Background: an optimization exercise with open tools, aiming at small area and a short achievable clock period. Do not read the settings as production practice. At most, simulation tests tie the RTL to the original design; equivalence was not proved. The RTL of run 3 was laid out without a check of its function. Power is estimated from default activity; no workload was simulated.

==> flow/design.v <==
module ahb_bus_matrix
(
  input HBUSREQx0,
  input HBUSREQx1,
  input HBUSREQx2,
  input HBUSREQx3,
  input HLOCKx0,
  input HLOCKx1,
  input HLOCKx2,
  input HLOCKx3,
  input [1:0] HTRANSx0,
  input [1:0] HTRANSx1,
  input [1:0] HTRANSx2,
  input [1:0] HTRANSx3,
  input [31:0] HADDRx0,
  input [31:0] HADDRx1,
  input [31:0] HADDRx2,
  input [31:0] HADDRx3,
  input HWRITEx0,
  input HWRITEx1,
  input HWRITEx2,
  input HWRITEx3,
  input [2:0] HSIZEx0,
  input [2:0] HSIZEx1,
  input [2:0] HSIZEx2,
  input [2:0] HSIZEx3,
  input [2:0] HBURSTx0,
  input [2:0] HBURSTx1,
  input [2:0] HBURSTx2,
  input [2:0] HBURSTx3,
  input [31:0] HWDATAx0,
  input [31:0] HWDATAx1,
  input [31:0] HWDATAx2,
  input [31:0] HWDATAx3,
  input HREADYx0,
  input HREADYx1,
  input HREADYx2,
  input HREADYx3,
  input HREADYx4,
  input HREADYx5,
  input HREADYx6,
  input [1:0] HRESPx0,
  input [1:0] HRESPx1,
  input [1:0] HRESPx2,
  input [1:0] HRESPx3,
  input [1:0] HRESPx4,
  input [1:0] HRESPx5,
  input [1:0] HRESPx6,
  input [31:0] HRDATAx0,
  input [31:0] HRDATAx1,
  input [31:0] HRDATAx2,
  input [31:0] HRDATAx3,
  input [31:0] HRDATAx4,
  input [31:0] HRDATAx5,
  input [31:0] HRDATAx6, 
  input [3:0] HSPLITx0,
  input [3:0] HSPLITx1,
  input [3:0] HSPLITx2,
  input [3:0] HSPLITx3,
  input [3:0] HSPLITx4,
  input [3:0] HSPLITx5,
  input [3:0] HSPLITx6,
  output HGRANTx0,
  output HGRANTx1,
  output HGRANTx2,
  output HGRANTx3,
  output HSELx0,
  output HSELx1,
  output HSELx2,
  output HSELx3,
  output HSELx4,
  output HSELx5,
  output HSELx6,
  input HRESETn,
  input HCLK,
  output [1:0] HTRANS,
  output [31:0] HADDR,
  output HWRITE,
  output [2:0] HSIZE,
  output [2:0] HBURST,
  output [31:0] HWDATA,
  output HREADY,
  output [1:0] HRESP,
  output [31:0] HRDATA,
  output [3:0] HMASTER,
  output HMASTLOCK
);
reg [1:0] grant_x;     
reg [3:0] hm_x;        
reg [1:0] hmd;         
reg       fixlen;      
reg       split_q;     
reg       retry_q;     
reg [5:0] count;       
reg [3:0] mask_n;      
wire [1:0] grant    = grant_x ^ 2'b01;
wire [3:0] hm_oh    = hm_x ^ 4'b0010;
wire [3:0] req_mask = ~mask_n;
wire a0 = hm_oh[0];
wire a1 = hm_oh[1];
wire a2 = hm_oh[2];
wire a3 = hm_oh[3];
assign HADDR  = ({32{a0}} & HADDRx0)  | ({32{a1}} & HADDRx1)  |
                ({32{a2}} & HADDRx2)  | ({32{a3}} & HADDRx3);
assign HWRITE = (a0 & HWRITEx0) | (a1 & HWRITEx1) |
                (a2 & HWRITEx2) | (a3 & HWRITEx3);
assign HTRANS = ({2{a0}} & HTRANSx0) | ({2{a1}} & HTRANSx1) |
                ({2{a2}} & HTRANSx2) | ({2{a3}} & HTRANSx3);
assign HSIZE  = ({3{a0}} & HSIZEx0)  | ({3{a1}} & HSIZEx1)  |
                ({3{a2}} & HSIZEx2)  | ({3{a3}} & HSIZEx3);
assign HBURST = ({3{a0}} & HBURSTx0) | ({3{a1}} & HBURSTx1) |
                ({3{a2}} & HBURSTx2) | ({3{a3}} & HBURSTx3);
wire [1:0] hm = {a2 | a3, a1 | a3};
wire d0 = (hmd == 2'd0);
wire d1 = (hmd == 2'd1);
wire d2 = (hmd == 2'd2);
wire d3 = (hmd == 2'd3);
assign HWDATA = ({32{d0}} & HWDATAx0) | ({32{d1}} & HWDATAx1) |
                ({32{d2}} & HWDATAx2) | ({32{d3}} & HWDATAx3);
function [6:0] dec;
  input [3:0] a;
  begin
    dec[0] = a[3] | (a[2:0] == 3'd0) | (a[2:0] == 3'd7);
    dec[1] = (a == 4'h1);
    dec[2] = (a == 4'h2);
    dec[3] = (a == 4'h3);
    dec[4] = (a == 4'h4);
    dec[5] = (a == 4'h5);
    dec[6] = (a == 4'h6);
  end
endfunction
wire [6:0] dm0 = dec(HADDRx0[31:28]);
wire [6:0] dm1 = dec(HADDRx1[31:28]);
wire [6:0] dm2 = dec(HADDRx2[31:28]);
wire [6:0] dm3 = dec(HADDRx3[31:28]);
wire [6:0] hsel = ({7{a0}} & dm0) | ({7{a1}} & dm1) |
                  ({7{a2}} & dm2) | ({7{a3}} & dm3);
assign {HSELx6, HSELx5, HSELx4, HSELx3, HSELx2, HSELx1, HSELx0} = hsel;
reg [6:0] ss_x;
wire [6:0] ss_oh = ss_x ^ 7'b0000001;
always @(posedge HCLK or negedge HRESETn) begin
  if (!HRESETn)     ss_x <= 7'd0;
  else if (HREADY)  ss_x <= hsel ^ 7'b0000001;
end
wire s0 = ss_oh[0];
wire s1 = ss_oh[1];
wire s2 = ss_oh[2];
wire s3 = ss_oh[3];
wire s4 = ss_oh[4];
wire s5 = ss_oh[5];
wire s6 = ss_oh[6];
assign HRDATA = ({32{s0}} & HRDATAx0) | ({32{s1}} & HRDATAx1) |
                ({32{s2}} & HRDATAx2) | ({32{s3}} & HRDATAx3) |
                ({32{s4}} & HRDATAx4) | ({32{s5}} & HRDATAx5) |
                ({32{s6}} & HRDATAx6);
assign HRESP  = ({2{s0}} & HRESPx0) | ({2{s1}} & HRESPx1) |
                ({2{s2}} & HRESPx2) | ({2{s3}} & HRESPx3) |
                ({2{s4}} & HRESPx4) | ({2{s5}} & HRESPx5) |
                ({2{s6}} & HRESPx6);
assign HREADY = (s0 & HREADYx0) | (s1 & HREADYx1) |
                (s2 & HREADYx2) | (s3 & HREADYx3) |
                (s4 & HREADYx4) | (s5 & HREADYx5) |
                (s6 & HREADYx6);
wire g0 = (grant == 2'd0);
wire g1 = (grant == 2'd1);
wire g2 = (grant == 2'd2);
wire g3 = (grant == 2'd3);
assign HGRANTx0 = g0;
assign HGRANTx1 = g1;
assign HGRANTx2 = g2;
assign HGRANTx3 = g3;
wire locked = (g0 & HLOCKx0) | (g1 & HLOCKx1) | (g2 & HLOCKx2) | (g3 & HLOCKx3);
assign HMASTLOCK = locked;
assign HMASTER   = {2'b00, hm};
wire busreq = (g0 & HBUSREQx0) | (g1 & HBUSREQx1) | (g2 & HBUSREQx2) | (g3 & HBUSREQx3);
wire t_idle   = (HTRANS == 2'b00);
wire t_busy   = (HTRANS == 2'b01);
wire t_nonseq = (HTRANS == 2'b10);
wire t_seq    = (HTRANS == 2'b11);
reg [5:0] next_count;
always @(*) begin
  case (HTRANS)
    2'b10: begin
      case (HBURST)
        3'b000: next_count = HREADY ? 6'h0 : 6'h1;
        3'b001:   next_count = 6'h20;
        3'b010,
        3'b011:  next_count = HREADY ? 6'h3 : 6'h4;
        3'b100,
        3'b101:  next_count = HREADY ? 6'h7 : 6'h8;
        default:        next_count = HREADY ? 6'hf : 6'h10;
      endcase
    end
    2'b01: next_count = count;
    2'b00: next_count = 6'h0;
    default:      next_count = (HREADY && !count[5]) ? count - 6'd1 : count;
  endcase
end
always @(posedge HCLK or negedge HRESETn) begin
  if (!HRESETn) count <= 6'h0;
  else          count <= next_count;
end
wire cnt_le1 = t_nonseq ? (HBURST == 3'b000) :
               (t_seq && HREADY && !count[5]) ? (count[5:2] == 4'd0 && count[1:0] != 2'd0 && count[1:0] != 2'd3) :
               (count[5:1] == 5'd0);
wire degrant = !busreq | t_idle | (fixlen & !locked & cnt_le1) | split_q | retry_q;
wire resp_split = (HRESP == 2'b11);
wire to_dummy = (locked & resp_split) |
                (g1 & resp_split & !HBUSREQx2 & !HBUSREQx3) |
                (req_mask == 4'b0);
wire [1:0] next_grant = (HBUSREQx3 & req_mask[3]) ? 2'd3 :
                        (HBUSREQx2 & req_mask[2]) ? 2'd2 : 2'd1;
always @(posedge HCLK or negedge HRESETn) begin
  if (!HRESETn)      grant_x <= 2'd0;
  else if (to_dummy) grant_x <= 2'd0 ^ 2'b01;
  else if (degrant)  grant_x <= next_grant ^ 2'b01;
end
wire [3:0] grant_oh = {g3, g2, g1, g0};
always @(posedge HCLK or negedge HRESETn) begin
  if (!HRESETn) begin
    hm_x <= 4'd0;
    hmd  <= 2'd0;
  end else if (HREADY) begin
    hm_x <= grant_oh ^ 4'b0010;
    hmd  <= hm;
  end
end
always @(posedge HCLK or negedge HRESETn) begin
  if (!HRESETn) begin
    fixlen  <= 1'b0;
    split_q <= 1'b0;
    retry_q <= 1'b0;
  end else begin
    fixlen  <= (HBURST != 3'b001);
    split_q <= resp_split;
    retry_q <= (HRESP == 2'b10);
  end
end
wire [3:0] hsplit = HSPLITx0 | HSPLITx1 | HSPLITx2 | HSPLITx3 |
                    HSPLITx4 | HSPLITx5 | HSPLITx6;
always @(posedge HCLK or negedge HRESETn) begin
  if (!HRESETn) mask_n <= 4'b0000;
  else          mask_n <= ~((req_mask | hsplit) & ~({4{split_q}} & hm_oh));
end
endmodule
==> flow/flow/run.sh <==
#!/bin/bash
# Standard ORFS layout, with:
# - the port buffers made from the smallest buffer cell,
# - I/O pins on met3 (left/right) and met2 or met4 (top/bottom), placed by
#   flow/io_pins.tcl with the pins of each multiplexed output bit together,
set -euo pipefail
export BUFFER_PORTS_ARGS="-buffer_cell sky130_fd_sc_hd__buf_1"
export IO_PLACER_H="met3"
export IO_PLACER_V="met2 met4"
export PRE_IO_PLACEMENT_TCL="$PWD/flow/io_pins.tcl"
bash standard.sh > flow_make.log 2>&1
==> flow/flow/io_pins.tcl <==
# I/O pin placement, sourced before ORFS's place_pins (PRE_IO_PLACEMENT_TCL).
# Each multiplexed output bit's pins (flow/pin_groups.txt) form a group that is
# placed on consecutive slots next to the cells it connects to; other pins are
# placed singly the same way. Slots are every other routing track: met3 on the
# left and right edges, met2 and every met4 track (as far apart as every
# other met2 track) on the top and bottom edges. Pins placed
# here are fixed, so ORFS's place_pins call afterwards has nothing left to do.
set block [ord::get_db_block]
set tech [ord::get_db_tech]
set dbu [$tech getDbUnitsPerMicron]
set die [$block getDieArea]
set W [$die xMax]
set H [$die yMax]
set corner [expr {int(3.0 * $dbu)}]

proc io_tracks {block layer_name axis} {
  set layer [[ord::get_db_tech] findLayer $layer_name]
  set tg [$block findTrackGrid $layer]
  if {$axis eq "x"} { return [$tg getGridX] }
  return [$tg getGridY]
}

# Slots: {t layer x y}, t the position along the perimeter, counter-clockwise
# from the lower left corner.
set slots {}
foreach {lname step} {met2 2 met4 1} {
  set i 0
  foreach x [io_tracks $block $lname x] {
    if {$i % $step == 0 && $x > $corner && $x < $W - $corner} {
      lappend slots [list $x $lname $x 0]
      lappend slots [list [expr {$W + $H + ($W - $x)}] $lname $x $H]
    }
    incr i
  }
}
set i 0
foreach y [io_tracks $block met3 y] {
  if {$i % 2 == 0 && $y > $corner && $y < $H - $corner} {
    lappend slots [list [expr {$W + $y}] met3 $W $y]
    lappend slots [list [expr {2 * $W + $H + ($H - $y)}] met3 0 $y]
  }
  incr i
}
set slots [lsort -real -index 0 $slots]
set nslots [llength $slots]

# Where each pin would like to be: the mean location of the cells on its net.
proc io_target {bterm} {
  set net [$bterm getNet]
  set sx 0.0
  set sy 0.0
  set n 0
  if {$net ne "NULL"} {
    foreach it [$net getITerms] {
      set inst [$it getInst]
      set loc [$inst getLocation]
      set sx [expr {$sx + [lindex $loc 0]}]
      set sy [expr {$sy + [lindex $loc 1]}]
      incr n
    }
  }
  if {$n == 0} { return {} }
  return [list [expr {$sx / $n}] [expr {$sy / $n}]]
}

proc io_perimeter_t {x y W H} {
  set dl $x
  set dr [expr {$W - $x}]
  set db $y
  set dt [expr {$H - $y}]
  set m [tcl::mathfunc::min $dl $dr $db $dt]
  if {$m == $db} { return $x }
  if {$m == $dr} { return [expr {$W + $y}] }
  if {$m == $dt} { return [expr {$W + $H + ($W - $x)}] }
  return [expr {2 * $W + $H + ($H - $y)}]
}

# Items: lists of pin names placed together.
set grouped [dict create]
set items {}
set spec [string trim [read [open [file join [file dirname [info script]] pin_groups.txt]]]]
foreach {flag names} $spec {
  lappend items $names
  foreach n $names { dict set grouped $n 1 }
}
foreach bterm [$block getBTerms] {
  set n [$bterm getName]
  if {[$bterm getSigType] in {POWER GROUND}} { continue }
  if {![dict exists $grouped $n]} { lappend items [list $n] }
}

set keyed {}
foreach item $items {
  set sx 0.0
  set sy 0.0
  set k 0
  foreach n $item {
    set tg [io_target [$block findBTerm $n]]
    if {$tg ne {}} {
      set sx [expr {$sx + [lindex $tg 0]}]
      set sy [expr {$sy + [lindex $tg 1]}]
      incr k
    }
  }
  if {$k == 0} {
    set t [expr {$W / 2.0}]
  } else {
    set t [io_perimeter_t [expr {$sx / $k}] [expr {$sy / $k}] $W $H]
  }
  lappend keyed [list $t $item]
}
set keyed [lsort -real -index 0 $keyed]

# Nearest slot index for a perimeter position.
proc io_nearest {slots t} {
  set lo 0
  set hi [expr {[llength $slots] - 1}]
  while {$lo < $hi} {
    set mid [expr {($lo + $hi) / 2}]
    if {[lindex $slots $mid 0] < $t} { set lo [expr {$mid + 1}] } else { set hi $mid }
  }
  return $lo
}

# Pack the items onto consecutive slots in perimeter order: forward, then
# backward so that nothing runs past the last slot.
set starts {}
set end 0
foreach e $keyed {
  set n [llength [lindex $e 1]]
  set s [tcl::mathfunc::max $end [expr {[io_nearest $slots [lindex $e 0]] - $n / 2}]]
  lappend starts $s
  set end [expr {$s + $n}]
}
set limit $nslots
for {set i [expr {[llength $keyed] - 1}]} {$i >= 0} {incr i -1} {
  set n [llength [lindex $keyed $i 1]]
  set s [tcl::mathfunc::min [lindex $starts $i] [expr {$limit - $n}]]
  lset starts $i $s
  set limit $s
}
if {[lindex $starts 0] < 0} { error "io_pins.tcl: not enough pin slots ($nslots)" }

set i 0
foreach e $keyed {
  set s [lindex $starts $i]
  foreach n [lindex $e 1] {
    lassign [lindex $slots $s] t lname x y
    place_pin -pin_name $n -layer $lname \
      -location [list [expr {double($x) / $dbu}] [expr {double($y) / $dbu}]] \
      -force_to_die_boundary
    incr s
  }
  incr i
}
puts "io_pins.tcl: placed [llength $keyed] pin groups and pins on $nslots slots"
==> flow/flow/pin_groups.txt <==
-group_pins {HRDATAx0[0] HRDATAx1[0] HRDATAx2[0] HRDATAx3[0] HRDATAx4[0] HRDATAx5[0] HRDATAx6[0] HRDATA[0]} -group_pins {HADDRx0[0] HADDRx1[0] HADDRx2[0] HADDRx3[0] HADDR[0]} -group_pins {HWDATAx0[0] HWDATAx1[0] HWDATAx2[0] HWDATAx3[0] HWDATA[0]} -group_pins {HRDATAx0[1] HRDATAx1[1] HRDATAx2[1] HRDATAx3[1] HRDATAx4[1] HRDATAx5[1] HRDATAx6[1] HRDATA[1]} -group_pins {HADDRx0[1] HADDRx1[1] HADDRx2[1] HADDRx3[1] HADDR[1]} -group_pins {HWDATAx0[1] HWDATAx1[1] HWDATAx2[1] HWDATAx3[1] HWDATA[1]} -group_pins {HRDATAx0[2] HRDATAx1[2] HRDATAx2[2] HRDATAx3[2] HRDATAx4[2] HRDATAx5[2] HRDATAx6[2] HRDATA[2]} -group_pins {HADDRx0[2] HADDRx1[2] HADDRx2[2] HADDRx3[2] HADDR[2]} -group_pins {HWDATAx0[2] HWDATAx1[2] HWDATAx2[2] HWDATAx3[2] HWDATA[2]} -group_pins {HRDATAx0[3] HRDATAx1[3] HRDATAx2[3] HRDATAx3[3] HRDATAx4[3] HRDATAx5[3] HRDATAx6[3] HRDATA[3]} -group_pins {HADDRx0[3] HADDRx1[3] HADDRx2[3] HADDRx3[3] HADDR[3]} -group_pins {HWDATAx0[3] HWDATAx1[3] HWDATAx2[3] HWDATAx3[3] HWDATA[3]} -group_pins {HRDATAx0[4] HRDATAx1[4] HRDATAx2[4] HRDATAx3[4] HRDATAx4[4] HRDATAx5[4] HRDATAx6[4] HRDATA[4]} -group_pins {HADDRx0[4] HADDRx1[4] HADDRx2[4] HADDRx3[4] HADDR[4]} -group_pins {HWDATAx0[4] HWDATAx1[4] HWDATAx2[4] HWDATAx3[4] HWDATA[4]} -group_pins {HRDATAx0[5] HRDATAx1[5] HRDATAx2[5] HRDATAx3[5] HRDATAx4[5] HRDATAx5[5] HRDATAx6[5] HRDATA[5]} -group_pins {HADDRx0[5] HADDRx1[5] HADDRx2[5] HADDRx3[5] HADDR[5]} -group_pins {HWDATAx0[5] HWDATAx1[5] HWDATAx2[5] HWDATAx3[5] HWDATA[5]} -group_pins {HRDATAx0[6] HRDATAx1[6] HRDATAx2[6] HRDATAx3[6] HRDATAx4[6] HRDATAx5[6] HRDATAx6[6] HRDATA[6]} -group_pins {HADDRx0[6] HADDRx1[6] HADDRx2[6] HADDRx3[6] HADDR[6]} -group_pins {HWDATAx0[6] HWDATAx1[6] HWDATAx2[6] HWDATAx3[6] HWDATA[6]} -group_pins {HRDATAx0[7] HRDATAx1[7] HRDATAx2[7] HRDATAx3[7] HRDATAx4[7] HRDATAx5[7] HRDATAx6[7] HRDATA[7]} -group_pins {HADDRx0[7] HADDRx1[7] HADDRx2[7] HADDRx3[7] HADDR[7]} -group_pins {HWDATAx0[7] HWDATAx1[7] HWDATAx2[7] HWDATAx3[7] HWDATA[7]} -group_pins {HRDATAx0[8] HRDATAx1[8] HRDATAx2[8] HRDATAx3[8] HRDATAx4[8] HRDATAx5[8] HRDATAx6[8] HRDATA[8]} -group_pins {HADDRx0[8] HADDRx1[8] HADDRx2[8] HADDRx3[8] HADDR[8]} -group_pins {HWDATAx0[8] HWDATAx1[8] HWDATAx2[8] HWDATAx3[8] HWDATA[8]} -group_pins {HRDATAx0[9] HRDATAx1[9] HRDATAx2[9] HRDATAx3[9] HRDATAx4[9] HRDATAx5[9] HRDATAx6[9] HRDATA[9]} -group_pins {HADDRx0[9] HADDRx1[9] HADDRx2[9] HADDRx3[9] HADDR[9]} -group_pins {HWDATAx0[9] HWDATAx1[9] HWDATAx2[9] HWDATAx3[9] HWDATA[9]} -group_pins {HRDATAx0[10] HRDATAx1[10] HRDATAx2[10] HRDATAx3[10] HRDATAx4[10] HRDATAx5[10] HRDATAx6[10] HRDATA[10]} -group_pins {HADDRx0[10] HADDRx1[10] HADDRx2[10] HADDRx3[10] HADDR[10]} -group_pins {HWDATAx0[10] HWDATAx1[10] HWDATAx2[10] HWDATAx3[10] HWDATA[10]} -group_pins {HRDATAx0[11] HRDATAx1[11] HRDATAx2[11] HRDATAx3[11] HRDATAx4[11] HRDATAx5[11] HRDATAx6[11] HRDATA[11]} -group_pins {HADDRx0[11] HADDRx1[11] HADDRx2[11] HADDRx3[11] HADDR[11]} -group_pins {HWDATAx0[11] HWDATAx1[11] HWDATAx2[11] HWDATAx3[11] HWDATA[11]} -group_pins {HRDATAx0[12] HRDATAx1[12] HRDATAx2[12] HRDATAx3[12] HRDATAx4[12] HRDATAx5[12] HRDATAx6[12] HRDATA[12]} -group_pins {HADDRx0[12] HADDRx1[12] HADDRx2[12] HADDRx3[12] HADDR[12]} -group_pins {HWDATAx0[12] HWDATAx1[12] HWDATAx2[12] HWDATAx3[12] HWDATA[12]} -group_pins {HRDATAx0[13] HRDATAx1[13] HRDATAx2[13] HRDATAx3[13] HRDATAx4[13] HRDATAx5[13] HRDATAx6[13] HRDATA[13]} -group_pins {HADDRx0[13] HADDRx1[13] HADDRx2[13] HADDRx3[13] HADDR[13]} -group_pins {HWDATAx0[13] HWDATAx1[13] HWDATAx2[13] HWDATAx3[13] HWDATA[13]} -group_pins {HRDATAx0[14] HRDATAx1[14] HRDATAx2[14] HRDATAx3[14] HRDATAx4[14] HRDATAx5[14] HRDATAx6[14] HRDATA[14]} -group_pins {HADDRx0[14] HADDRx1[14] HADDRx2[14] HADDRx3[14] HADDR[14]} -group_pins {HWDATAx0[14] HWDATAx1[14] HWDATAx2[14] HWDATAx3[14] HWDATA[14]} -group_pins {HRDATAx0[15] HRDATAx1[15] HRDATAx2[15] HRDATAx3[15] HRDATAx4[15] HRDATAx5[15] HRDATAx6[15] HRDATA[15]} -group_pins {HADDRx0[15] HADDRx1[15] HADDRx2[15] HADDRx3[15] HADDR[15]} -group_pins {HWDATAx0[15] HWDATAx1[15] HWDATAx2[15] HWDATAx3[15] HWDATA[15]} -group_pins {HRDATAx0[16] HRDATAx1[16] HRDATAx2[16] HRDATAx3[16] HRDATAx4[16] HRDATAx5[16] HRDATAx6[16] HRDATA[16]} -group_pins {HADDRx0[16] HADDRx1[16] HADDRx2[16] HADDRx3[16] HADDR[16]} -group_pins {HWDATAx0[16] HWDATAx1[16] HWDATAx2[16] HWDATAx3[16] HWDATA[16]} -group_pins {HRDATAx0[17] HRDATAx1[17] HRDATAx2[17] HRDATAx3[17] HRDATAx4[17] HRDATAx5[17] HRDATAx6[17] HRDATA[17]} -group_pins {HADDRx0[17] HADDRx1[17] HADDRx2[17] HADDRx3[17] HADDR[17]} -group_pins {HWDATAx0[17] HWDATAx1[17] HWDATAx2[17] HWDATAx3[17] HWDATA[17]} -group_pins {HRDATAx0[18] HRDATAx1[18] HRDATAx2[18] HRDATAx3[18] HRDATAx4[18] HRDATAx5[18] HRDATAx6[18] HRDATA[18]} -group_pins {HADDRx0[18] HADDRx1[18] HADDRx2[18] HADDRx3[18] HADDR[18]} -group_pins {HWDATAx0[18] HWDATAx1[18] HWDATAx2[18] HWDATAx3[18] HWDATA[18]} -group_pins {HRDATAx0[19] HRDATAx1[19] HRDATAx2[19] HRDATAx3[19] HRDATAx4[19] HRDATAx5[19] HRDATAx6[19] HRDATA[19]} -group_pins {HADDRx0[19] HADDRx1[19] HADDRx2[19] HADDRx3[19] HADDR[19]} -group_pins {HWDATAx0[19] HWDATAx1[19] HWDATAx2[19] HWDATAx3[19] HWDATA[19]} -group_pins {HRDATAx0[20] HRDATAx1[20] HRDATAx2[20] HRDATAx3[20] HRDATAx4[20] HRDATAx5[20] HRDATAx6[20] HRDATA[20]} -group_pins {HADDRx0[20] HADDRx1[20] HADDRx2[20] HADDRx3[20] HADDR[20]} -group_pins {HWDATAx0[20] HWDATAx1[20] HWDATAx2[20] HWDATAx3[20] HWDATA[20]} -group_pins {HRDATAx0[21] HRDATAx1[21] HRDATAx2[21] HRDATAx3[21] HRDATAx4[21] HRDATAx5[21] HRDATAx6[21] HRDATA[21]} -group_pins {HADDRx0[21] HADDRx1[21] HADDRx2[21] HADDRx3[21] HADDR[21]} -group_pins {HWDATAx0[21] HWDATAx1[21] HWDATAx2[21] HWDATAx3[21] HWDATA[21]} -group_pins {HRDATAx0[22] HRDATAx1[22] HRDATAx2[22] HRDATAx3[22] HRDATAx4[22] HRDATAx5[22] HRDATAx6[22] HRDATA[22]} -group_pins {HADDRx0[22] HADDRx1[22] HADDRx2[22] HADDRx3[22] HADDR[22]} -group_pins {HWDATAx0[22] HWDATAx1[22] HWDATAx2[22] HWDATAx3[22] HWDATA[22]} -group_pins {HRDATAx0[23] HRDATAx1[23] HRDATAx2[23] HRDATAx3[23] HRDATAx4[23] HRDATAx5[23] HRDATAx6[23] HRDATA[23]} -group_pins {HADDRx0[23] HADDRx1[23] HADDRx2[23] HADDRx3[23] HADDR[23]} -group_pins {HWDATAx0[23] HWDATAx1[23] HWDATAx2[23] HWDATAx3[23] HWDATA[23]} -group_pins {HRDATAx0[24] HRDATAx1[24] HRDATAx2[24] HRDATAx3[24] HRDATAx4[24] HRDATAx5[24] HRDATAx6[24] HRDATA[24]} -group_pins {HADDRx0[24] HADDRx1[24] HADDRx2[24] HADDRx3[24] HADDR[24]} -group_pins {HWDATAx0[24] HWDATAx1[24] HWDATAx2[24] HWDATAx3[24] HWDATA[24]} -group_pins {HRDATAx0[25] HRDATAx1[25] HRDATAx2[25] HRDATAx3[25] HRDATAx4[25] HRDATAx5[25] HRDATAx6[25] HRDATA[25]} -group_pins {HADDRx0[25] HADDRx1[25] HADDRx2[25] HADDRx3[25] HADDR[25]} -group_pins {HWDATAx0[25] HWDATAx1[25] HWDATAx2[25] HWDATAx3[25] HWDATA[25]} -group_pins {HRDATAx0[26] HRDATAx1[26] HRDATAx2[26] HRDATAx3[26] HRDATAx4[26] HRDATAx5[26] HRDATAx6[26] HRDATA[26]} -group_pins {HADDRx0[26] HADDRx1[26] HADDRx2[26] HADDRx3[26] HADDR[26]} -group_pins {HWDATAx0[26] HWDATAx1[26] HWDATAx2[26] HWDATAx3[26] HWDATA[26]} -group_pins {HRDATAx0[27] HRDATAx1[27] HRDATAx2[27] HRDATAx3[27] HRDATAx4[27] HRDATAx5[27] HRDATAx6[27] HRDATA[27]} -group_pins {HADDRx0[27] HADDRx1[27] HADDRx2[27] HADDRx3[27] HADDR[27]} -group_pins {HWDATAx0[27] HWDATAx1[27] HWDATAx2[27] HWDATAx3[27] HWDATA[27]} -group_pins {HRDATAx0[28] HRDATAx1[28] HRDATAx2[28] HRDATAx3[28] HRDATAx4[28] HRDATAx5[28] HRDATAx6[28] HRDATA[28]} -group_pins {HADDRx0[28] HADDRx1[28] HADDRx2[28] HADDRx3[28] HADDR[28]} -group_pins {HWDATAx0[28] HWDATAx1[28] HWDATAx2[28] HWDATAx3[28] HWDATA[28]} -group_pins {HRDATAx0[29] HRDATAx1[29] HRDATAx2[29] HRDATAx3[29] HRDATAx4[29] HRDATAx5[29] HRDATAx6[29] HRDATA[29]} -group_pins {HADDRx0[29] HADDRx1[29] HADDRx2[29] HADDRx3[29] HADDR[29]} -group_pins {HWDATAx0[29] HWDATAx1[29] HWDATAx2[29] HWDATAx3[29] HWDATA[29]} -group_pins {HRDATAx0[30] HRDATAx1[30] HRDATAx2[30] HRDATAx3[30] HRDATAx4[30] HRDATAx5[30] HRDATAx6[30] HRDATA[30]} -group_pins {HADDRx0[30] HADDRx1[30] HADDRx2[30] HADDRx3[30] HADDR[30]} -group_pins {HWDATAx0[30] HWDATAx1[30] HWDATAx2[30] HWDATAx3[30] HWDATA[30]} -group_pins {HRDATAx0[31] HRDATAx1[31] HRDATAx2[31] HRDATAx3[31] HRDATAx4[31] HRDATAx5[31] HRDATAx6[31] HRDATA[31]} -group_pins {HADDRx0[31] HADDRx1[31] HADDRx2[31] HADDRx3[31] HADDR[31]} -group_pins {HWDATAx0[31] HWDATAx1[31] HWDATAx2[31] HWDATAx3[31] HWDATA[31]} -group_pins {HRESPx0[0] HRESPx1[0] HRESPx2[0] HRESPx3[0] HRESPx4[0] HRESPx5[0] HRESPx6[0] HRESP[0]} -group_pins {HTRANSx0[0] HTRANSx1[0] HTRANSx2[0] HTRANSx3[0] HTRANS[0]} -group_pins {HRESPx0[1] HRESPx1[1] HRESPx2[1] HRESPx3[1] HRESPx4[1] HRESPx5[1] HRESPx6[1] HRESP[1]} -group_pins {HTRANSx0[1] HTRANSx1[1] HTRANSx2[1] HTRANSx3[1] HTRANS[1]} -group_pins {HREADYx0 HREADYx1 HREADYx2 HREADYx3 HREADYx4 HREADYx5 HREADYx6 HREADY} -group_pins {HWRITEx0 HWRITEx1 HWRITEx2 HWRITEx3 HWRITE} -group_pins {HSIZEx0[0] HSIZEx1[0] HSIZEx2[0] HSIZEx3[0] HSIZE[0]} -group_pins {HBURSTx0[0] HBURSTx1[0] HBURSTx2[0] HBURSTx3[0] HBURST[0]} -group_pins {HSIZEx0[1] HSIZEx1[1] HSIZEx2[1] HSIZEx3[1] HSIZE[1]} -group_pins {HBURSTx0[1] HBURSTx1[1] HBURSTx2[1] HBURSTx3[1] HBURST[1]} -group_pins {HSIZEx0[2] HSIZEx1[2] HSIZEx2[2] HSIZEx3[2] HSIZE[2]} -group_pins {HBURSTx0[2] HBURSTx1[2] HBURSTx2[2] HBURSTx3[2] HBURST[2]}
==> flow/standard.sh <==
#!/bin/bash
# synth_recipe.tcl (not shown) runs the flow's synth.tcl, then flattens the netlist and writes it again
# the make line also repeats each setting of config.mk as NAME=value (left out here)
make -C /OpenROAD-flow-scripts/flow DESIGN_CONFIG=/design/flow/config.mk WORK_HOME=/design/flow/orfs CLKGATE_MAP_FILE= SYNTH_SCRIPT=/design/flow/synth_recipe.tcl "${@:-finish}"
==> flow/config.mk <==
export PLATFORM = sky130hd
export DESIGN_NAME = ahb_bus_matrix
export DESIGN_NICKNAME = ahb_bus_matrix
export VERILOG_FILES = /design/flow/design.v
export SDC_FILE = /design/flow/constraint.sdc
export NUM_CORES = 4
export LEC_CHECK = 0
export CAP_MARGIN = 20
export CORE_AREA = 4 4 136 136
export DIE_AREA = 0 0 140 140
export SETUP_SLACK_MARGIN = 1.4
export SLEW_MARGIN = 20
==> flow/constraint.sdc <==
create_clock -name core_clock -period 4.0 [get_ports {HCLK}]
set_input_delay 0.8000 -clock core_clock [delete_from_list [all_inputs] [get_ports {HCLK}]]
set_output_delay 0.8000 -clock core_clock [all_outputs]
set_load 0.01 [all_outputs]
==> impl_metrics.yaml, run 1 <==
status:
  status: "timing/DRC/antenna clean"
worst_setup_path:
  startpoint_type: "input pin"
  r2r-end: "grant_x[0]$_DFFE_PN0P_"
  startpoint: "HADDRx2[31]"
  arrival_ns: 1.80
  ff2ff_path_depth: 7
  cp-end-kind: "primary output"
  crit_end: "HSELx6"
  max_stage_delay_ns: 0.30
  cp_max_fo: 4
  cp.required_ns: 3.20
  reg2reg_from: "hm_x[3]$_DFFE_PN0N_"
  worstSetupPathType: "input pin to primary output"
  ff2ff_setup_slack_ns: 1.61
  cp_slowest_cell: "a221o_1"
  worstPathCellList: "clkbuf_2, nand3b_1, o32ai_2, a221o_1, buf_1"
pwr:
  vdd_drop_max_v: 0.0003847
  p_seq_frac: 0.121
  power.internal_mw: 2.392
  pwr-share-comb: 0.829
  p_per_area_nw_per_um2: 632.6
  leakage_nw: 2.718
  power_switching_mw: 2.607
  p_sw_frac: 0.5215
  clockPowerShare: 0.050
placement:
  dp_slack_ns: 0.9845
  post-dp-hpwl_um: 23890
  io_buffer_count: 696
  gp_congestion: 0.9751
  dpl_cell_area_um2: 7416
sta:
  layout_setup_ws_ns: 1.396
  rsz0062_at_grt: "yes"
  tns_ns: 0
  period_needed_ns: 2.604
  hold_violations: 0
  clock_skew_ns: 0.004060
  tightest_slew_ns: 0.7093
  slew_headroom: 0.5272
  post-route-period-util: 0.6511
  max_freq_mhz: 384.0
  drv_slew: 0
  setup_viol: 0
drt:
  drt_iter0_drc: 724
  dr_total_vias: 8324
  drcViolationCount: 0
  dr.pass1.iters: 11
  detail-route-antenna-nets: 0
  wirelength_um: 29890
  avgViaCountPerCell: 5.874
  wl_per_cell_um: 21.10
flow_run:
  maxCapViolCount: 0
grt:
  antenna_found_initial: 1
  overflow: 0
  grt_usage: 0.2722
  grt_start_max_net_pins: 37
  grt_pass1_wl_um: 43540
  grt_pass1_vias: 8255
clocking:
  postCtsHoldBufs: 0
  cts_tree: "yes"
  numCtsBuffers: 3
  cts_num_sinks: 28
  worstSkewPairLatency_ns: 0.27
  cts-root-buf: "clkbuf_16"
  clockBufferDepth: 2
  htreeDepth: 1
  clk_pin_slew_ns: 0.07
yosys:
  synth_edf_count: 0
  yosysWarnings: 1
  synthFlopType: "dfrtp_1"
  avgSynthCellArea_um2: 9.000
  synth_area_um2: 4653
  ys_async_sr_fraction: 1.000
  synth_cells: 517
  synth-seq-area-share: 0.1506
  ys_seq_elements: 28
  synth.distinct_cells: 61
finish:
  final_common_cell: "buf_1"
  drive_above_1_share: 0.1150
  fin_nets: 1769
  layout_common_cells: "buf_1, a22oi_1, a22o_1"
  stdcell_area_um2: 7903
  area_growth_pct: 69.83
die:
  core_um2: 17180
  die_area_um2: 19600
  ioPinCount: 0
  start_util: 0.2709
  die_h_um: 140
  die_w_um: 140
  num_rows: 48
min_path:
  hold_path.class: "register to register"
-- cell usage after synthesis, types with 2 or more instances --
master / number / share of area
mux4_2: 33 / 0.16
ha_1: 2 / 0.0054
nor3_1: 12 / 0.013
nor2b_1: 7 / 0.0094
nand2_1: 16 / 0.013
o21ai_0: 5 / 0.0054
xor2_1: 3 / 0.0056
inv_1: 7 / 0.0056
mux2_2: 6 / 0.015
xnor2_1: 2 / 0.0038
a31oi_1: 4 / 0.0054
buf_4: 2 / 0.0032
nand3_1: 40 / 0.043
and3_1: 5 / 0.0067
or2_2: 2 / 0.0027
a221o_1: 40 / 0.086
clkbuf_1: 42 / 0.034
o31ai_1: 3 / 0.0048
a222oi_1: 34 / 0.073
nor4_1: 5 / 0.0067
nand4_1: 3 / 0.0040
nor2_1: 22 / 0.018
nand3b_1: 3 / 0.0048
dfrtp_1: 28 / 0.15
inv_2: 2 / 0.0016
buf_1: 11 / 0.0089
buf_2: 5 / 0.0054
a22o_1: 44 / 0.083
nand2b_1: 7 / 0.0094
nor4b_1: 5 / 0.0094
nor3b_1: 5 / 0.0081
o2111ai_1: 2 / 0.0038
o22ai_1: 3 / 0.0040
a22oi_1: 72 / 0.12
a21oi_1: 7 / 0.0075
mux2i_1: 2 / 0.0043
or2b_2: 2 / 0.0038
-- routing by layer --
metal  GRT usage  up-vias  routed length [um]
li1            -     3603                   -
met1      0.2832     3720                9732
met2      0.4837      663               14770
met3     0.06077      338                2476
met4      0.1902        0                2915
met5    0.005013        -                   0
-- stage by stage --
| step | hold WS, ns | total power, mW | util | cells |
|---|---|---|---|---|
| 2_1_floorplan | 0.4788 | 3.121 | - | 518 |
| 3_3_place_gp | 0.5156 | 4.350 | 0.4317 | 1392 |
| 3_5_place_dp | 0.5179 | 4.376 | 0.4317 | 1392 |
| 4_1_cts | 0.5293 | 4.852 | 0.4497 | 1408 |
| 5_1_grt | 0.5937 | 5.383 | 0.4601 | 1417 |
| 6_report | 0.5316 | 4.999 | 0.4601 | 1417 |
-- power groups by stage --
stage	logic [mW]	registers (mW)	clock network, mW
detailed placement	3.68	0.699	0
finish	4.14	0.604	0.250
global placement	3.65	0.695	0
CTS	3.95	0.647	0.254
floorplan	2.65	0.467	0
global route	4.49	0.628	0.267
-- sequential cells by signal (all words and copies together), names as in the netlist --
signal	count
fixlen	1
grant_x	2
count	6
retry_q	1
ss_x	7
hm_x	4
hmd	2
split_q	1
mask_n	4
-- area by class of cell --
class                           count  area (um2)
Fill cell                        1825        9274
Multi-Input combinational cell    421        3811
Timing Repair Buffer              728        2947
Sequential cell                    28       719.4
Tap cell                          225       281.5
Clock buffer                        4       88.84
Inverter                            9       46.29
Timing Repair inverter              1       6.256
Antenna cell                        1       2.502
-- repair_timing --
action                                 in CTS  in global routing
setup endpoints to repair                  79                 29
setup buffers                              11                  8
pin swaps                                   6                  8
cloned                                      1                  0
gates resized for setup                    40                 25
endpoints found under the hold margin       0                  0
-- logic make-up (layout without fill, tap and decap cells) --
kind of cell             Yosys count  count (layout)  synth area share
flip-flops                        28              28            0.1506
AND/OR/NAND/NOR                  145             145            0.1724
other                              1               3         0.0008059
buffers and inverters             69             742           0.05862
multiplexers                      43              43            0.1874
adder cells (fa/ha/maj)            2               2          0.005377
XOR/XNOR                           5               5          0.009413
AO/OA/AOI/OAI                    224             224            0.4154
-- worst min-delay path by stage --
stage / start / end / cells past startpoint
4_1_cts: ss_x[0]$_DFFE_PN0N_ / ss_x[0]$_DFFE_PN0N_ / 2
6_report: ss_x[0]$_DFFE_PN0N_ / ss_x[0]$_DFFE_PN0N_ / 2
3_3_place_gp: ss_x[0]$_DFFE_PN0N_ / ss_x[0]$_DFFE_PN0N_ / 2
2_1_floorplan: ss_x[0]$_DFFE_PN0N_ / ss_x[0]$_DFFE_PN0N_ / 2
5_1_grt: ss_x[0]$_DFFE_PN0N_ / ss_x[0]$_DFFE_PN0N_ / 2
3_5_place_dp: ss_x[0]$_DFFE_PN0N_ / ss_x[0]$_DFFE_PN0N_ / 2
-- critical path: cells and delay by family --
kind | cells | cell delay, ns
simple gates | 1 | 0.23
compound gates | 2 | 0.41
buf+inv | 2 | 0.35
==> inputs of run 2 (changes only) <==
--- a/flow/config.mk
+++ b/flow/config.mk
@@ -8,4 +8,4 @@
 export CAP_MARGIN = 20
-export CORE_AREA = 4 4 136 136
-export DIE_AREA = 0 0 140 140
+export CORE_AREA = 4 4 146 146
+export DIE_AREA = 0 0 150 150
 export SETUP_SLACK_MARGIN = 1.4
==> run 2 against run 1 <==
- cell count is 3.9% higher
- global-route usage is 4.4 points lower
- critical path depth stayed put
- power is 2.2% higher
- wire length is 0.51% higher
- sequential cell count stayed put
- clock skew hardly changed
- count of clock-buffer cells in the layout is 1 lower
- critical endpoint is now HSELx0
- still clean
- setup slack better by 0.019 ns
- clock power is 21% higher
==> impl_metrics.yaml, run 2 <==
worst_setup_path:
  cp_slowest_cell: "o31ai_4"
  cp.required_ns: 3.20
  worstPathCellList: "buf_12, and3_4, o31ai_4, o2111ai_4, buf_6"
  worstSetupPathType: "input pin to primary output"
  arrival_ns: 1.78
  cp_max_fo: 4
  ff2ff_path_depth: 8
  cp-end-kind: "primary output"
  r2r-end: "grant_x[0]$_DFFE_PN0P_"
  crit_end: "HSELx0"
  cp_num_buf_inv: 2
  reg2reg_from: "ss_x[2]$_DFFE_PN0N_"
  max_stage_delay_ns: 0.29
  startpoint: "HADDRx2[28]"
  ff2ff_setup_slack_ns: 1.65
  crit_family: "compound AO/OA/AOI/OAI gates"
  cp.depth: 5
  startpoint_type: "input pin"
yosys:
  synthTopCellsByCount: "a22oi_1, a22o_1, clkbuf_1, a221o_1, nand3_1"
  avgSynthCellArea_um2: 9.000
  ys_async_sr_fraction: 1.000
  yosysWarnings: 1
  synth.distinct_cells: 61
  yosys.area.top_type: "mux4_2"
  synth-seq-area-share: 0.1506
  synth_area_um2: 4653
  synth.most_common_cell: "a22oi_1"
  synth_area_leaders: "mux4_2, dfrtp_1, a22oi_1, a221o_1, a22o_1"
  synth_top_area_share: 0.1597
  synthFlopType: "dfrtp_1"
  synth_cells: 517
  ys_seq_elements: 28
  synth_edf_count: 0
grt:
  grt_start_max_net_pins: 37
  grt_pass1_vias: 7899
  antenna_found_initial: 1
  grt_usage: 0.2281
  overflow: 0
  grt_pass1_wl_um: 40860
sta:
  slew_headroom: 0.4829
  tns_ns: 0
  rsz0062_at_grt: "yes"
  max_freq_mhz: 386.9
  period_needed_ns: 2.585
  tightest_slew_ns: 0.7757
  clock_skew_ns: 0.004339
  layout_setup_ws_ns: 1.415
  holdWs_ns: 0.5974
  drv_slew: 0
  setup_viol: 0
  hold_violations: 0
  post-route-period-util: 0.6462
finish:
  utilization: 0.4120
  regMostFlops: "ss_x"
  drive_above_1_share: 0.1285
  finalNonFillerCells: 1472
  layout_common_cells: "buf_1, a22oi_1, a22o_1, buf_4"
  reg_top3: "ss_x: 7 flops, count: 6 flops"
  fin_nets: 1784
  multi_input_area_um2: 3814
  stdcell_area_um2: 8098
  largest_reg_flops: 7
  fillers: 2117
  regArea_um2: 728.2
  area_growth_pct: 74.03
  final_common_cell: "buf_1"
die:
  core_um2: 19650
  num_rows: 51
  die_area_um2: 22500
  die_w_um: 150
  ioPinCount: 0
  die_h_um: 150
  start_util: 0.2368
pwr:
  total_power_mw: 5.110
  vdd_drop_max_v: 0.0002500
  p_per_area_nw_per_um2: 631.0
  leakage_nw: 2.790
clocking:
  worstSkewPairLatency_ns: 0.27
  clk_pin_slew_ns: 0.07
  cts-root-buf: "clkbuf_16"
  htreeDepth: 1
  cts_tree: "yes"
  numCtsBuffers: 3
  clockBufferDepth: 2
  cts_num_sinks: 28
min_path:
  hold_path.class: "input pin to async pin"
placement:
  gp_congestion: 0.9496
  dpl_cell_area_um2: 7522
  io_buffer_count: 696
  post-dp-hpwl_um: 23860
  dp_slack_ns: 1.086
  placed_cells: 1438
drt:
  detail-route-antenna-nets: 0
  wl_per_cell_um: 20.41
  drcViolationCount: 0
  dr.pass1.iters: 7
  drt_iter0_drc: 572
  dr_total_vias: 8255
  avgViaCountPerCell: 5.608
  wirelength_um: 30050
flow_run:
  maxCapViolCount: 0
status:
  status: "timing/DRC/antenna clean"
-- run 2: cell counts after synthesis --
No cell type changed its count.
-- run 2: layout make-up --
type,instances,area share
Inverter,9,0.005253
Multi-Input combinational cell,421,0.4710
Timing Repair inverter,1,0.0009271
Clock buffer,3,0.009271
Tap cell,265,0.04095
Timing Repair Buffer,743,0.3787
Antenna cell,1,0.0003090
Sequential cell,28,0.08993
Clock inverter,1,0.003708
-- run 2: worst min-delay path by stage --
| stage | endpoint | slack (ns) | cells past startpoint |
|---|---|---|---|
| detailed placement | ss_x[0]$_DFFE_PN0N_ | 0.54 | 2 |
| global placement | ss_x[0]$_DFFE_PN0N_ | 0.58 | 2 |
| floorplan | ss_x[0]$_DFFE_PN0N_ | 0.48 | 2 |
| CTS | grant_x[1]$_DFFE_PN0P_ | 0.62 | 1 |
| global route | hm_x[1]$_DFFE_PN0N_ | 0.64 | 2 |
| finish | split_q$_DFF_PN0_ | 0.60 | 1 |
-- run 2: power by group --
part | leakage (nW) | total [mW] | internal [mW] | switching (mW)
clock | 0.0511 | 0.303 | 0.200 | 0.103
combinational | 2.40 | 4.17 | 1.87 | 2.29
sequential | 0.340 | 0.641 | 0.422 | 0.219
total | 2.79 | 5.11 | 2.50 | 2.61
-- run 2: layer usage --
layer	GRT usage	vias to the layer above	part of all wire
met5	0.009091	-	0
met4	0.1436	0	0.090
met3	0.05451	291	0.086
met2	0.4132	650	0.50
met1	0.2342	3676	0.32
li1	-	3638	-
-- run 2: cells by family (layout without fill, tap and decap cells) --
family	count (synthesis)	count (layout)	synth area share
compound gates	224	224	0.4154
xor+xnor	5	5	0.009413
fa+ha+maj	2	2	0.005377
buf+inv	69	757	0.05862
flops	28	28	0.1506
mux	43	43	0.1874
other cells	1	3	0.0008059
simple gates	145	145	0.1724
-- run 2: what timing repair did --
action | in CTS | in global routing
gates resized for setup | 44 | 31
endpoints found under the setup margin | 106 | 49
pin swaps | 7 | 7
gates cloned | 1 | 0
setup buffers | 13 | 15
hold buffers | 0 | 0
==> inputs of run 3 (changes only) <==
--- a/flow/design.v
+++ b/flow/design.v
@@ -119,20 +119,11 @@
                 ({32{d2}} & HWDATAx2) | ({32{d3}} & HWDATAx3);
-function [6:0] dec;
-  input [3:0] a;
-  begin
-    dec[0] = a[3] | (a[2:0] == 3'd0) | (a[2:0] == 3'd7);
-    dec[1] = (a == 4'h1);
-    dec[2] = (a == 4'h2);
-    dec[3] = (a == 4'h3);
-    dec[4] = (a == 4'h4);
-    dec[5] = (a == 4'h5);
-    dec[6] = (a == 4'h6);
-  end
-endfunction
-wire [6:0] dm0 = dec(HADDRx0[31:28]);
-wire [6:0] dm1 = dec(HADDRx1[31:28]);
-wire [6:0] dm2 = dec(HADDRx2[31:28]);
-wire [6:0] dm3 = dec(HADDRx3[31:28]);
-wire [6:0] hsel = ({7{a0}} & dm0) | ({7{a1}} & dm1) |
-                  ({7{a2}} & dm2) | ({7{a3}} & dm3);
+wire [3:0] ah = HADDR[31:28];
+wire [6:0] hsel;
+assign hsel[0] = ah[3] | (ah[2:0] == 3'd0) | (ah[2:0] == 3'd7);
+assign hsel[1] = (ah == 4'h1);
+assign hsel[2] = (ah == 4'h2);
+assign hsel[3] = (ah == 4'h3);
+assign hsel[4] = (ah == 4'h4);
+assign hsel[5] = (ah == 4'h5);
+assign hsel[6] = (ah == 4'h6);
 assign {HSELx6, HSELx5, HSELx4, HSELx3, HSELx2, HSELx1, HSELx0} = hsel;
--- a/flow/flow/io_pins.tcl
+++ b/flow/flow/io_pins.tcl
@@ -4,4 +4,3 @@
 # placed singly the same way. Slots are every other routing track: met3 on the
-# left and right edges, met2 and every met4 track (as far apart as every
-# other met2 track) on the top and bottom edges. Pins placed
+# left and right edges, met2 and met4 on the top and bottom edges. Pins placed
 # here are fixed, so ORFS's place_pins call afterwards has nothing left to do.
@@ -25,6 +24,6 @@
 set slots {}
-foreach {lname step} {met2 2 met4 1} {
+foreach lname {met2 met4} {
   set i 0
   foreach x [io_tracks $block $lname x] {
-    if {$i % $step == 0 && $x > $corner && $x < $W - $corner} {
+    if {$i % 2 == 0 && $x > $corner && $x < $W - $corner} {
       lappend slots [list $x $lname $x 0]
--- a/flow/config.mk
+++ b/flow/config.mk
@@ -8,4 +8,4 @@
 export CAP_MARGIN = 20
-export CORE_AREA = 4 4 146 146
-export DIE_AREA = 0 0 150 150
+export CORE_AREA = 4 4 156 156
+export DIE_AREA = 0 0 160 160
 export SETUP_SLACK_MARGIN = 1.4
==> run 3 against run 2 <==
- still clean on timing, DRC and antenna
- register-to-register slack lost 0.20 ns
- die area grew 14%
- sequential share of layout area is essentially flat
- critical path depth grew 1
- global-route usage shrank 3.8 points
- clock power grew 5%
- critical path type unchanged
- largest cell class unchanged
- highest routed layer unchanged
==> impl_metrics.yaml, run 3 <==
pwr:
  p_per_area_nw_per_um2: 652.0
  pwr-share-comb: 0.834
  p_seq_frac: 0.106
  power.internal_mw: 2.622
  clockPowerShare: 0.061
  power_switching_mw: 2.604
  p_sw_frac: 0.4983
  leakage_nw: 2.816
  vdd_drop_max_v: 0.0002764
yosys:
  avgSynthCellArea_um2: 8.977
  yosysWarnings: 1
  synth_cells: 486
  ys_async_sr_fraction: 1.000
  yosys.area.top_type: "mux4_2"
  synth_edf_count: 0
  ys_seq_elements: 28
  synth_top_area_share: 0.1755
  synthTopCellsByCount: "a22oi_1, a22o_1, clkbuf_1, a221o_1, a222oi_1"
  synth.most_common_cell: "a22oi_1"
  synth_area_leaders: "mux4_2, dfrtp_1, a22oi_1, a221o_1, a22o_1"
  synthFlopType: "dfrtp_1"
  synth-seq-area-share: 0.1606
  synth_area_um2: 4363
  synth.distinct_cells: 50
drt:
  dr.pass1.iters: 8
  drt_iter0_drc: 580
  detail-route-antenna-nets: 0
  wl_per_cell_um: 18.94
  wirelength_um: 27880
  drcViolationCount: 0
  dr_total_vias: 7769
  avgViaCountPerCell: 5.278
die:
  die_area_um2: 25600
  die_h_um: 160
  core_um2: 22710
  start_util: 0.1921
  ioPinCount: 0
  num_rows: 55
  die_w_um: 160
grt:
  overflow: 0
  grt_pass1_vias: 8005
  antenna_found_initial: 0
  grt_start_max_net_pins: 37
  grt_pass1_wl_um: 40010
  grt_usage: 0.1896
min_path:
  min_from: "hmd[1]$_DFFE_PN0N_"
  hold_path.class: "register to register"
  hold_path_end: "hmd[1]$_DFFE_PN0N_"
  worstHoldPathCells: 2
worst_setup_path:
  cp.required_ns: 3.20
  r2r-end: "grant_x[0]$_DFFE_PN0P_"
  cp_num_buf_inv: 2
  max_stage_delay_ns: 0.34
  ff2ff_setup_slack_ns: 1.45
  arrival_ns: 1.96
  crit_family: "compound AO/OA/AOI/OAI gates"
  ff2ff_path_depth: 7
  cp_slowest_cell: "a221o_1"
  reg2reg_from: "hm_x[2]$_DFFE_PN0N_"
  cp_max_fo: 5
  worstPathCellList: "buf_1, a22o_1, a221o_1, nand2b_4, nor3_4, buf_2"
  startpoint_type: "input pin"
  worstSetupPathType: "input pin to primary output"
  cp-end-kind: "primary output"
sta:
  holdWs_ns: 0.5209
  tightest_slew_ns: 0.7735
  clock_skew_ns: 0.008508
  post-route-period-util: 0.6911
  slew_headroom: 0.4843
  hold_violations: 0
  setup_viol: 0
  rsz0062_at_grt: "yes"
  drv_slew: 0
  period_needed_ns: 2.764
  tns_ns: 0
  max_freq_mhz: 361.7
finish:
  final_common_cell: "buf_1"
  fin_nets: 1765
  area_growth_pct: 83.74
  regMostFlops: "ss_x"
  reg_top3: "ss_x: 7 flops, count: 6 flops"
  layout_common_cells: "buf_1, a22oi_1, a22o_1, buf_4, a222oi_1"
  regArea_um2: 723.2
  fillers: 2404
  largest_reg_flops: 7
  drive_above_1_share: 0.1272
  diodes: 0
  multi_input_area_um2: 3441
clocking:
  numCtsBuffers: 3
  htreeDepth: 1
  cts_tree: "yes"
  clk_pin_slew_ns: 0.08
  worstSkewPairLatency_ns: 0.28
  cts_num_sinks: 28
  clockBufferDepth: 2
  cts-root-buf: "clkbuf_16"
placement:
  io_buffer_count: 696
  post-dp-hpwl_um: 21690
  gp_congestion: 0.8827
status:
  status: "timing/DRC/antenna clean"
flow_run:
  maxCapViolCount: 0
[run 3: changes by cell type after synthesis, moves of 4 or more]
cell and delta:
nand2_1 +8, nand3_1 -6, buf_2 +5, inv_1 +5, nor3_1 -5, buf_1 -4
nor3b_1 -4
[run 3: cell type report]
| type | count | area share |
|---|---|---|
| Sequential cell | 28 | 0.09021 |
| Inverter | 15 | 0.009053 |
| Multi-Input combinational cell | 383 | 0.4292 |
| Timing Repair Buffer | 757 | 0.4139 |
| Tap cell | 285 | 0.04448 |
| Clock buffer | 3 | 0.009365 |
| Clock inverter | 1 | 0.003746 |
[run 3: repair_timing]
item | 4_1_cts | 5_1_grt
setup endpoints to repair | 92 | 45
resized for setup | 51 | 23
cloned | 0 | 3
hold buffers | 0 | 0
setup buffers | 28 | 14
pin swaps | 4 | 7
endpoints found under the hold margin | 0 | 0
[run 3: worst max path at each step]
| stage | startpoint | to | slack, ns | depth (start not counted) |
|---|---|---|---|---|
| after global placement | hm_x[2]$_DFFE_PN0N_ | HSELx4 | 1.09 | 5 |
| after floorplan | HADDRx2[29] | HSELx4 | 1.33 | 4 |
| after CTS | hm_x[2]$_DFFE_PN0N_ | HSELx0 | 1.26 | 4 |
| final | HADDRx2[31] | HSELx1 | 1.24 | 6 |
| after global routing | HADDRx2[29] | HSELx1 | 1.18 | 6 |
| after detailed placement | hm_x[2]$_DFFE_PN0N_ | HSELx1 | 1.02 | 5 |
[run 3: cells by family after synthesis]
| family | synth area share |
|---|---|
| buf+inv | 0.07026 |
| compound gates | 0.4244 |
| fa+ha+maj | 0.005735 |
| flops | 0.1606 |
| other cells | 0.0008595 |
| xor+xnor | 0.004016 |
| mux | 0.1967 |
| simple gates | 0.1374 |
[run 3: power by group through the flow]
stage	clock network, mW	registers [mW]	logic, mW
after CTS	0.326	0.554	4.18
after global routing	0.335	0.574	4.71
after floorplan	0	0.435	2.55
after global placement	0	0.677	3.58
after detailed placement	0	0.683	3.59
final	0.317	0.552	4.36
[run 3: stage by stage]
stage | instance area (um2) | power (mW) | util | cells | setup slack (ns)
final | 8016 | 5.227 | 0.3530 | 1472 | 1.236
after global routing | 8016 | 5.617 | 0.3530 | 1472 | 1.177
after CTS | 7765 | 5.058 | 0.3419 | 1455 | 1.256
after detailed placement | 7222 | 4.277 | 0.3180 | 1423 | 1.022
after global placement | 7222 | 4.260 | 0.3180 | 1423 | 1.093
after floorplan | 4367 | 2.986 | - | 487 | 1.331
[run 3: metal layers]
metal | track usage | vias up | routed length (um)
met5 | 0 | - | 0
met2 | 0.3644 | 563 | 14690
met4 | 0.08917 | 0 | 1396
met3 | 0.02426 | 192 | 1987
met1 | 0.2041 | 3504 | 9801
li1 | - | 3510 | -
[run 3: worst register-to-register path, stage by stage (launching register included)]
cell and delay, ns:
dfrtp_4 0.54, buf_4 0.22, a22o_1 0.23, a221oi_2 0.25
nand2_2 0.17, a311o_1 0.34, o311a_1 0.40, mux2_4 0.30

## separate check: timing with driven ports
The results above use ideal ports. As a check the final layouts listed here were re-extracted and re-timed, cells and wires unchanged.
Step 1, drivers: a clkbuf_16 drives HCLK and a buf_2 each remaining input, both assumed.
Step 2 times the ports against the registers' clock, not the clock port: input delays grow and output delays shrink by t, the midpoint of the rising clock arrivals with the driver on.
Slacks: ideal / step 1 / step 2; pairs: ideal / step 1.
run	t (ns)	setup WS [ns]	hold slack, ns	worst slew at a driven data input, ns	cell pins on the clock port's net
run 1	0.295	1.396 / 1.346 / 1.292	0.532 / 0.532 / 0.532	0.08	1
run 2	0.295	1.415 / 1.335 / 1.335	0.597 / 0.596 / 0.617	0.12	1
run 3	0.310	1.236 / 1.211 / 1.211	0.521 / 0.521 / 0.521	0.10	1
After both steps every run listed still meets setup and hold. For run 1, which loses most, drivers alone change the setup slack by -0.050 ns; drivers and shift together by -0.104 ns.
